Context: an optimization exercise on an open-source flow, tuned for small area. The choices shown serve that exercise and are no tape-out recipe. The RTL was checked by simulation tests, not by an equivalence proof against the original design.

==> flow/design.v, too long to show whole: its modules and the start of the top module <==
// module risc8: 5553 lines
module risc8(cycle, write, ifetch, iack, ie, address, data_out, scan_out, clk, rst_n, nmi, intr, ready, data_in, scan_in, scan_en, scan_mode);
  // ...
==> flow/run.sh <==
#!/bin/bash
# synth_recipe.tcl (not shown) runs the flow's synth.tcl, then flattens the netlist and writes it again
# the make line also repeats each setting of config.mk as NAME=value (left out here)
make -C /OpenROAD-flow-scripts/flow DESIGN_CONFIG=/design/flow/config.mk WORK_HOME=/design/flow/orfs CLKGATE_MAP_FILE= SYNTH_SCRIPT=/design/flow/synth_recipe.tcl finish
==> flow/config.mk <==
export PLATFORM = sky130hd
export DESIGN_NAME = risc8
export DESIGN_NICKNAME = risc8
export VERILOG_FILES = /design/flow/design.v
export SDC_FILE = /design/flow/constraint.sdc
export NUM_CORES = 4
export LEC_CHECK = 0
export ABC_AREA = 1
export CAP_MARGIN = 20
export CORE_MARGIN = 2
export CORE_UTILIZATION = 50
export CTS_BUF_LIST = sky130_fd_sc_hd__clkbuf_16
export CTS_CLUSTER_DIAMETER = 60
export CTS_CLUSTER_SIZE = 20
export SLEW_MARGIN = 20
==> flow/constraint.sdc <==
create_clock -name core_clock -period 8.0 [get_ports {clk}]
set_input_delay 1.6000 -clock core_clock [delete_from_list [all_inputs] [get_ports {clk}]]
set_output_delay 1.6000 -clock core_clock [all_outputs]
set_load 0.01 [all_outputs]
==> results_dict.tcl, run 1 <==
set metrics [dict create \
    status "complete, no violations" \
    synth_top_family_by_area "simple AND/OR/NAND/NOR gates" \
    avgSynthCellArea_um2 7.378 \
    post-cts-setup-buffers 0 \
    die_x_um 192.6 \
    hp-class "reg2reg" \
    gr-usage-met2 0.5867 \
    pre_cts_ws_ns 1.559 \
    hold_path_depth 1 \
    top_regs "U_regb_biu.reg_file: 64 flops, U_regb_biu.ins_queue: 32 flops" \
    ys_seq_area_frac 0.4074 \
    cp-end-kind "flip-flop" \
    wl_met2_um 31110 \
    setup_ws_ns 1.414 \
    setup_violations 0 \
    crit_cells 26 \
    cp.arrival_ns 7.07 \
    async_reset_ff_frac 0.4774 \
    timing.rr.end "U_regb_biu.sp[7]$_DFFE_PN0P_" \
    post_drt_via_cell_ratio 6.494 \
    fmax_mhz 151.8 \
    coreArea_um2 35310 \
    start_util 0.5038 \
    drt-initial-drc-count 3312 \
    mostFrequentLayoutCell "nand2_1" \
]
==> run 2: changes to the inputs <==
==> flow/flow/run.sh (new file) <==
#!/bin/bash
# Layout flow: the standard flow (standard.sh) unchanged, except that the
# synthesis maps logic with an area-oriented ABC script (flow/area.abc: choice
# computation + area mapping, no delay-driven restructuring, buffering or
# sizing); placement, CTS and routing repair timing, slew and capacitance as
# usual. Registers are untouched: Yosys maps them before ABC runs, exactly as
# in synth_recipe.tcl.
set -euo pipefail
HERE=$(pwd)
# synth_recipe.tcl with the abc command redirected to flow/area.abc
{
  head -n 1 synth_recipe.tcl
  echo "proc abc {args} { set i [lsearch -exact \$args -script]; if {\$i >= 0} { lset args [expr {\$i + 1}] $HERE/flow/area.abc }; yosys abc {*}\$args }"
  tail -n +2 synth_recipe.tcl
} > area_synth.tcl
bash standard.sh SYNTH_SCRIPT=$HERE/area_synth.tcl finish > standard.log 2>&1
==> flow/flow/area.abc (new file) <==
strash
dch
amap
topo
==> flow/standard.sh (new file) <==
#!/bin/bash
# synth_recipe.tcl (not shown) runs the flow's synth.tcl, then flattens the netlist and writes it again
# the make line also repeats each setting of config.mk as NAME=value (left out here)
make -C /OpenROAD-flow-scripts/flow DESIGN_CONFIG=/design/flow/config.mk WORK_HOME=/design/flow/orfs CLKGATE_MAP_FILE= SYNTH_SCRIPT=/design/flow/synth_recipe.tcl "${@:-finish}"
removed: flow/run.sh
==> run 2 against run 1 <==
  * Clock-buffer cell count shrank 1
  * Synthesized cell count shrank 20%
  * Non-clock buffer count is 62 higher
  * Highest routed layer unchanged
==> results_dict.tcl, run 2 <==
set metrics [dict create \
    fin_tns_setup_ns 0 \
    avgSynthCellArea_um2 8.519 \
    slew_headroom 0.1609 \
    final_hold_viol_count 0 \
    ant_nets 0 \
    die_x_um 185.2 \
    fin_util 0.5835 \
    cts-htree-levels 1 \
    fin_skew_ns 0.04733 \
    coreArea_um2 32450 \
    post-cts-setup-buffers 0 \
    cp.arrival_ns 7.61 \
    cp_max_fo 12 \
    mostFrequentLayoutCell "nor2_1" \
    clkSinkCount 266 \
    fin_crit_sh 0.8966 \
    syn_inst 1928 \
    numPortBuffers 41 \
    fillers 2914 \
    cts_buffers 24 \
    ys.flop_type "edfxtp_1" \
    synth_enable_flop_cells 128 \
    die_y_um 185.2 \
    die_area_um2 34310 \
    wl_met2_um 30600 \
    drt_first_pass_iters 6 \
    hpwl_um 56730 \
    grt_pass1_wl_um 109500 \
    start_util 0.5061 \
    cp-end-kind "flip-flop" \
    async_reset_ff_frac 0.4774 \
    fmax_mhz 139.4 \
    post_drt_via_cell_ratio 7.072 \
    grt.total_usage 0.4357 \
    vias 17990 \
    synth_fa_ha_area_frac 0.04601 \
    cts.path.max_buffers 3 \
    mostFrequentLayoutCells "365 x nor2_1, 280 x clkinv_1, 128 x edfxtp_1" \
    grt_max_degree 69 \
    top_regs "U_regb_biu.reg_file: 64 flops, U_regb_biu.ins_queue: 32 flops" \
    synth_top_family_by_area "compound AO/OA/AOI/OAI gates" \
    cts_resized 0 \
    routed_wirelength_um 74650 \
    setup_violations 0 \
    wire_per_inst_um 29.35 \
    cts_root_buf "clkbuf_16" \
    wl_met3_um 11020 \
    cts.clk_slew.worst_paths_ns 0.09 \
    tightest_slew_ns 1.259 \
    rows 66 \
    syn2layout_area_growth_pct 15.29 \
    rsz0062_at_grt "false" \
    startpoint_type "flip-flop" \
    synth_simple_gate_area_frac 0.1697 \
    wl_met1_um 28870 \
    drc 0 \
    synth_most_common_cell "nor2_1" \
    grt_pass1_vias 16890 \
    drt-initial-drc-count 2690 \
    routed.top_layer "met5" \
    synth_compound_gate_area_share 0.2781 \
    netlist.area_leader.share 0.2340 \
    nNetsFinal 2151 \
    synth_cell_types 59 \
    postCtsHoldBufs 0 \
    synth_seq_cells 266 \
    regMostFlops "U_regb_biu.reg_file" \
    syn_area_um2 16420 \
    multiInputGateArea_um2 8169 \
    ys_seq_area_frac 0.4412 \
    critPathKind "reg2reg" \
    max-cap-violations 0 \
    slew_viol_final 0 \
    synth-warning-count 1 \
    synth_mux_area_frac 0 \
    ios 46 \
    insertion_delay_ns 0.59 \
    routabilityCongestion 1.088 \
    crit_required_ns 8.43 \
    grt.overflow.total 0 \
    drive_gt1_frac 0.06816 \
    synth_top_cells_by_area "edfxtp_1 23%, dfrtp_1 19%, nor2_1 8.4%" \
    synth_xor_area_frac 0.0005333 \
    synth_fp_nets 1999 \
    grt_antenna_before_repair 3 \
    status "complete, no violations" \
    tritoncts "done" \
    hp-class "reg2reg" \
    largest_reg_flops 64 \
    period_minus_slack_ns 7.173 \
    yosys.area.top_type "edfxtp_1" \
    final-seq-area_um2 7247 \
    synthTopCellsByCount "368 x nor2_1, 279 x clkinv_1, 128 x edfxtp_1" \
]
-- run 2: routing by layer --
| layer | global-route usage | up-vias |
|---|---|---|
| met5 | 0 | - |
| met1 | 0.5913 | 8581 |
| li1 | - | 7573 |
| met2 | 0.6255 | 1519 |
| met4 | 0.1917 | 2 |
| met3 | 0.1545 | 310 |
-- run 2: cells by family (layout without fill, tap and decap cells) --
logic type,count (synthesis),in the layout
AO/OA/AOI/OAI,666,666
buffers and inverters,280,450
flip-flops,266,266
AND/OR/NAND/NOR,659,659
XOR/XNOR,1,1
adder cells (fa/ha/maj),55,55
other,1,4
-- run 2: worst paths after layout --
kind	slack, ns	endpoint	start	cells past startpoint
setup / recovery	0.83	U_regb_biu.sp[7]$_DFFE_PN0P_	U_control.b_addr[1]$_DFFE_PN0P_	27
hold / removal	0.45	U_control.int_reg$_DFF_PN0_	U_control.int_type[0]$_DFFE_PN0N_	1
setup reg to reg	0.83	U_regb_biu.sp[7]$_DFFE_PN0P_	U_control.b_addr[1]$_DFFE_PN0P_	27
hold reg to reg	0.45	U_control.int_reg$_DFF_PN0_	U_control.int_type[0]$_DFFE_PN0N_	1
max in group asynchronous	5.28	U_regb_biu.pc[8]$_DFFE_PN0P_	rst_n	3
min in group asynchronous	0.86	data_out[7]$_DFFE_PN0P_	rst_n	1
-- run 2: critical path: stages, from the launching register on --
cell	delay, ns
dfrtp_1	0.61
clkinv_1	0.44
a31oi_1	0.27
o221ai_1	0.14
a31oi_1	0.49
clkinv_1	0.14
o22ai_1	0.24
clkinv_1	0.18
fa_1	0.46
fa_1	0.37
clkinv_1	0.07
fa_1	0.17
clkinv_1	0.07
fa_1	0.37
clkinv_1	0.07
fa_1	0.18
clkinv_1	0.08
fa_1	0.38
clkinv_1	0.07
fa_1	0.17
clkinv_1	0.08
fa_1	0.55
a21oi_1	0.14
buf_4	0.20
o22ai_1	0.32
clkinv_1	0.44
nand2_1	0.19
o221ai_1	0.14
-- run 2: final cells by class --
| cell class | count | area share |
|---|---|---|
| Inverter | 279 | 0.05531 |
| Clock buffer | 24 | 0.03172 |
| Tap cell | 442 | 0.02921 |
| Sequential cell | 266 | 0.3827 |
| Timing Repair Buffer | 127 | 0.05583 |
| Clock inverter | 20 | 0.01341 |
| Multi-Input combinational cell | 1382 | 0.4314 |
| Antenna cell | 3 | 0.0003965 |
-- run 2: stage by stage --
step | hold WS [ns] | cells | cell area [um^2] | worst slack [ns]
CTS | 0.4545 | 2539 | 18910 | 1.036
finish | 0.4545 | 2543 | 18940 | 0.8272
floorplan | 0.4345 | 1928 | 16420 | 1.993
detailed placement | 0.4611 | 2495 | 18060 | 1.019
global placement | 0.4552 | 2495 | 18050 | 1.218
global route | 0.4718 | 2540 | 18930 | 0.3002
==> run 3: changes to the inputs <==
==> flow/flow/run.sh (replaced) <==
#!/bin/bash
# Layout flow: the standard flow (standard.sh), with three changes:
#  - synthesis maps logic with an area-oriented ABC script (flow/area.abc:
#    choice computation + area mapping, no delay-driven restructuring,
#    buffering or sizing). Registers are untouched: Yosys maps them before
#    ABC runs, exactly as in synth_recipe.tcl. Placement, CTS and routing then
#    repair timing, slew and capacitance as usual.
#  - every input and output port gets a buffer as in the standard flow, but of
#    the smallest buffer cell (buf_1); the resizer upsizes any that need it.
#  - clock tree synthesis as ORFS runs it (clkbuf_8, sink clusters of at most
#    15 sinks within 50 um) but without dummy loads.
# All tool output goes to standard.log here and to ORFS's own logs under orfs/logs.
set -euo pipefail
HERE=$(pwd)
# synth_recipe.tcl with the abc command redirected to flow/area.abc
{
  head -n 1 synth_recipe.tcl
  echo "proc abc {args} { set i [lsearch -exact \$args -script]; if {\$i >= 0} { lset args [expr {\$i + 1}] $HERE/flow/area.abc }; yosys abc {*}\$args }"
  tail -n +2 synth_recipe.tcl
} > area_synth.tcl
bash standard.sh SYNTH_SCRIPT=$HERE/area_synth.tcl \
  "BUFFER_PORTS_ARGS=-buffer_cell sky130_fd_sc_hd__buf_1" \
  "CTS_ARGS=-sink_clustering_enable -repair_clock_nets -sink_clustering_size 15 -sink_clustering_max_diameter 50 -buf_list sky130_fd_sc_hd__clkbuf_8 -dont_use_dummy_load" \
  finish > standard.log 2>&1
--- a/flow/config.mk
+++ b/flow/config.mk
@@ -11,5 +11,7 @@
 export CORE_UTILIZATION = 50
-export CTS_BUF_LIST = sky130_fd_sc_hd__clkbuf_16
-export CTS_CLUSTER_DIAMETER = 60
-export CTS_CLUSTER_SIZE = 20
+export CTS_BUF_LIST = sky130_fd_sc_hd__clkbuf_8
+export CTS_CLUSTER_DIAMETER = 50
+export CTS_CLUSTER_SIZE = 15
+export GPL_TIMING_DRIVEN = 0
+export SETUP_SLACK_MARGIN = 0.4
 export SLEW_MARGIN = 20
==> run 3 against run 2 <==
  * Design area is 4.8% lower
  * Sequential share of layout area is 1.9 points higher
  * Wire length is 3.3% lower
  * Non-clock buffer count is 66 lower
  * Clock-buffer cell count is 7 higher
  * Clock skew is 0.074 ns higher
  * Worst setup slack worse by 0.19 ns
  * Still clean
  * Via count is 3.1% lower
==> results_dict.tcl, run 3 <==
set metrics [dict create \
    max-cap-violations 0 \
    regMostFlops "U_regb_biu.reg_file" \
    synth-warning-count 1 \
    synthTopCellsByCount "368 x nor2_1, 279 x clkinv_1, 128 x edfxtp_1" \
    coreArea_um2 32450 \
    rsz0062_at_grt "false" \
    mostFrequentLayoutCells "364 x nor2_1, 273 x clkinv_1, 128 x edfxtp_1" \
    fin_crit_sh 0.9206 \
    fin_skew_ns 0.1209 \
    synth_seq_cells 266 \
    yosys.area.top_type "edfxtp_1" \
    routed_wirelength_um 72220 \
    synth_most_common_cell "nor2_1" \
    mostFrequentLayoutCell "nor2_1" \
    die_y_um 185.2 \
    clkSinkCount 266 \
    ios 46 \
    grt_pass1_vias 16490 \
    grt.overflow.total 0 \
    post_drt_via_cell_ratio 7.071 \
    startpoint_type "flip-flop" \
    ys_seq_area_frac 0.4412 \
    cts.path.max_buffers 3 \
    die_area_um2 34310 \
    cts.clk_slew.worst_paths_ns 0.10 \
    postCtsHoldBufs 0 \
    synth_cell_types 59 \
    dp_cells 2427 \
    whs_ns 0.4934 \
    drt-initial-drc-count 2558 \
    syn_area_um2 16420 \
    syn2layout_area_growth_pct 9.720 \
    largest_reg_flops 64 \
    drt_first_pass_iters 6 \
    layout.cells.non_filler 2465 \
    cp-end-kind "flip-flop" \
    cp_max_fo 19 \
    routabilityCongestion 1.032 \
    top_regs "U_regb_biu.reg_file: 64 flops, U_regb_biu.ins_queue: 32 flops" \
    slew_headroom 0.2277 \
    fin_util 0.5553 \
    tritoncts "done" \
    insertion_delay_ns 0.66 \
    critPathKind "reg2reg" \
    cts_buffers 31 \
    ys.flop_type "edfxtp_1" \
    netlist.area_leader.share 0.2340 \
    nNetsFinal 2092 \
    multiInputGateArea_um2 8327 \
    post-cts-setup-buffers 0 \
    start_util 0.5061 \
    crit_required_ns 8.54 \
    drive_gt1_frac 0.04755 \
    fillers 2980 \
    cts_resized 14 \
    fin_tns_setup_ns 0 \
    synth_top_cells_by_area "edfxtp_1 23%, dfrtp_1 19%, nor2_1 8.4%" \
    grt_antenna_before_repair 1 \
    hp-class "reg2reg" \
    die_x_um 185.2 \
    vias 17430 \
    async_reset_ff_frac 0.4774 \
    slew_viol_final 0 \
    rows 66 \
    ant_nets 0 \
    grt_max_degree 32 \
    avgSynthCellArea_um2 8.519 \
    cts_root_buf "clkbuf_8" \
    synth_fp_nets 1999 \
    wire_per_inst_um 29.30 \
    hpwl_um 54890 \
    period_minus_slack_ns 7.365 \
    final_hold_viol_count 0 \
    grt_pass1_wl_um 106500 \
    setup_violations 0 \
    grt.total_usage 0.4216 \
    cts-htree-levels 1 \
    status "complete, no violations" \
    tightest_slew_ns 1.158 \
    cp.arrival_ns 7.91 \
    numPortBuffers 41 \
    fmax_mhz 135.8 \
    synth_enable_flop_cells 128 \
    drc 0 \
    final-seq-area_um2 7247 \
    syn_inst 1928 \
]
[run 3: changes by cell type in the layout (fill, tap and decap cells not counted), sizes merged]
cell	change
diode	+1
clkinv	-10
buf	-27
clkbuf	+8
bufinv	-1
clkdlybuf4s50	-40
inv	-9
[run 3: kinds of logic (layout without fill, tap and decap cells)]
| logic type | count (synthesis) | count (layout) | share of synthesized area |
|---|---|---|---|
| flip-flops | 266 | 266 | 0.4412 |
| AO/OA/AOI/OAI | 666 | 666 | 0.2781 |
| AND/OR/NAND/NOR | 659 | 659 | 0.1697 |
| adder cells (fa/ha/maj) | 55 | 55 | 0.04601 |
| XOR/XNOR | 1 | 1 | 0.0005333 |
| buffers and inverters | 280 | 371 | 0.06422 |
| other | 1 | 5 | 0.0002283 |
[run 3: worst max-delay path, cell delays in order, from the launching register on]
cell,delay (ns)
dfrtp_1,0.71
clkinv_2,0.39
nand2_4,0.35
o2111ai_1,0.16
a31oi_2,0.41
clkinv_1,0.14
o22ai_1,0.25
clkinv_1,0.18
fa_1,0.45
fa_1,0.42
clkinv_1,0.08
fa_1,0.17
clkinv_1,0.07
fa_1,0.37
clkinv_1,0.07
fa_1,0.16
clkinv_1,0.09
fa_1,0.38
clkinv_1,0.10
fa_1,0.18
clkinv_1,0.08
fa_1,0.50
a21oi_2,0.47
clkinv_1,0.37
nor2_1,0.34
a2111oi_0,0.14
o32ai_1,0.26
[run 3: final timing paths]
| path | from | to | slack [ns] | cells past startpoint |
|---|---|---|---|---|
| setup reg to reg | U_control.b_addr[1]$_DFFE_PN0P_ | address[7]$_DFFE_PN0P_ | 0.63 | 26 |
| hold / removal | U_alu.p_reg[5]$_SDFFE_PP0P_ | U_alu.p_reg[5]$_SDFFE_PP0P_ | 0.49 | 2 |
| hold reg to reg | U_alu.p_reg[5]$_SDFFE_PP0P_ | U_alu.p_reg[5]$_SDFFE_PP0P_ | 0.49 | 2 |
| setup / recovery | U_control.b_addr[1]$_DFFE_PN0P_ | address[7]$_DFFE_PN0P_ | 0.63 | 26 |
| min in group asynchronous | rst_n | data_out[0]$_DFFE_PN0P_ | 0.95 | 1 |
| max in group asynchronous | rst_n | U_control.nmi_reg$_DFF_PN0_ | 5.71 | 5 |
[run 3: cell type report]
cell class | instances | share of cell area
Timing Repair Buffer | 60 | 0.02194
Multi-Input combinational cell | 1382 | 0.4621
Clock buffer | 31 | 0.02368
Buffer | 1 | 0.0004166
Sequential cell | 266 | 0.4021
Inverter | 279 | 0.05853
Antenna cell | 4 | 0.0005554
Tap cell | 442 | 0.03069
[run 3: layer usage]
layer / share of wire / wire length [um] / global-route usage / up-vias
met5: 0.00018 / 13 / 0 / -
met4: 0.045 / 3272 / 0.1549 / 2
met2: 0.42 / 30510 / 0.6269 / 1362
met3: 0.14 / 10200 / 0.1463 / 251
li1: - / - / - / 7472
met1: 0.39 / 28220 / 0.5678 / 8342
[run 3: stage by stage]
step                      setup slack, ns  instance area, um^2
after floorplan                     1.993                16420
after detailed placement          -0.2547                17450
after CTS                          0.3501                17920
after global placement             -2.295                17130
final                              0.6349                18020
after global routing               0.4412                18010

## port drivers added, routing unchanged
Ports are ideal in the flow. The routed layouts listed here were re-timed in OpenROAD.
Step 1: set_driving_cell puts a clkbuf_16 on clk and a buf_2 on each other input, an assumption about the parent block.
Step 2, shift: input delay + t, output delay - t, t = (earliest + latest rising clock arrival at the registers) / 2. This alone moves slack from input paths to output paths.
a / b / c = ideal ports / drivers / drivers and shift; a / b = the first two.
run | t, ns | setup slack, ns | worst setup path after step 2
run 1 | 0.635 | 1.414 / 1.414 / 1.414 | register to register
run 2 | 0.621 | 0.827 / 0.827 / 0.827 | register to register
run 3 | 0.644 | 0.635 / 0.635 / 0.635 | register to register
After both steps setup and hold are still met in every run listed.
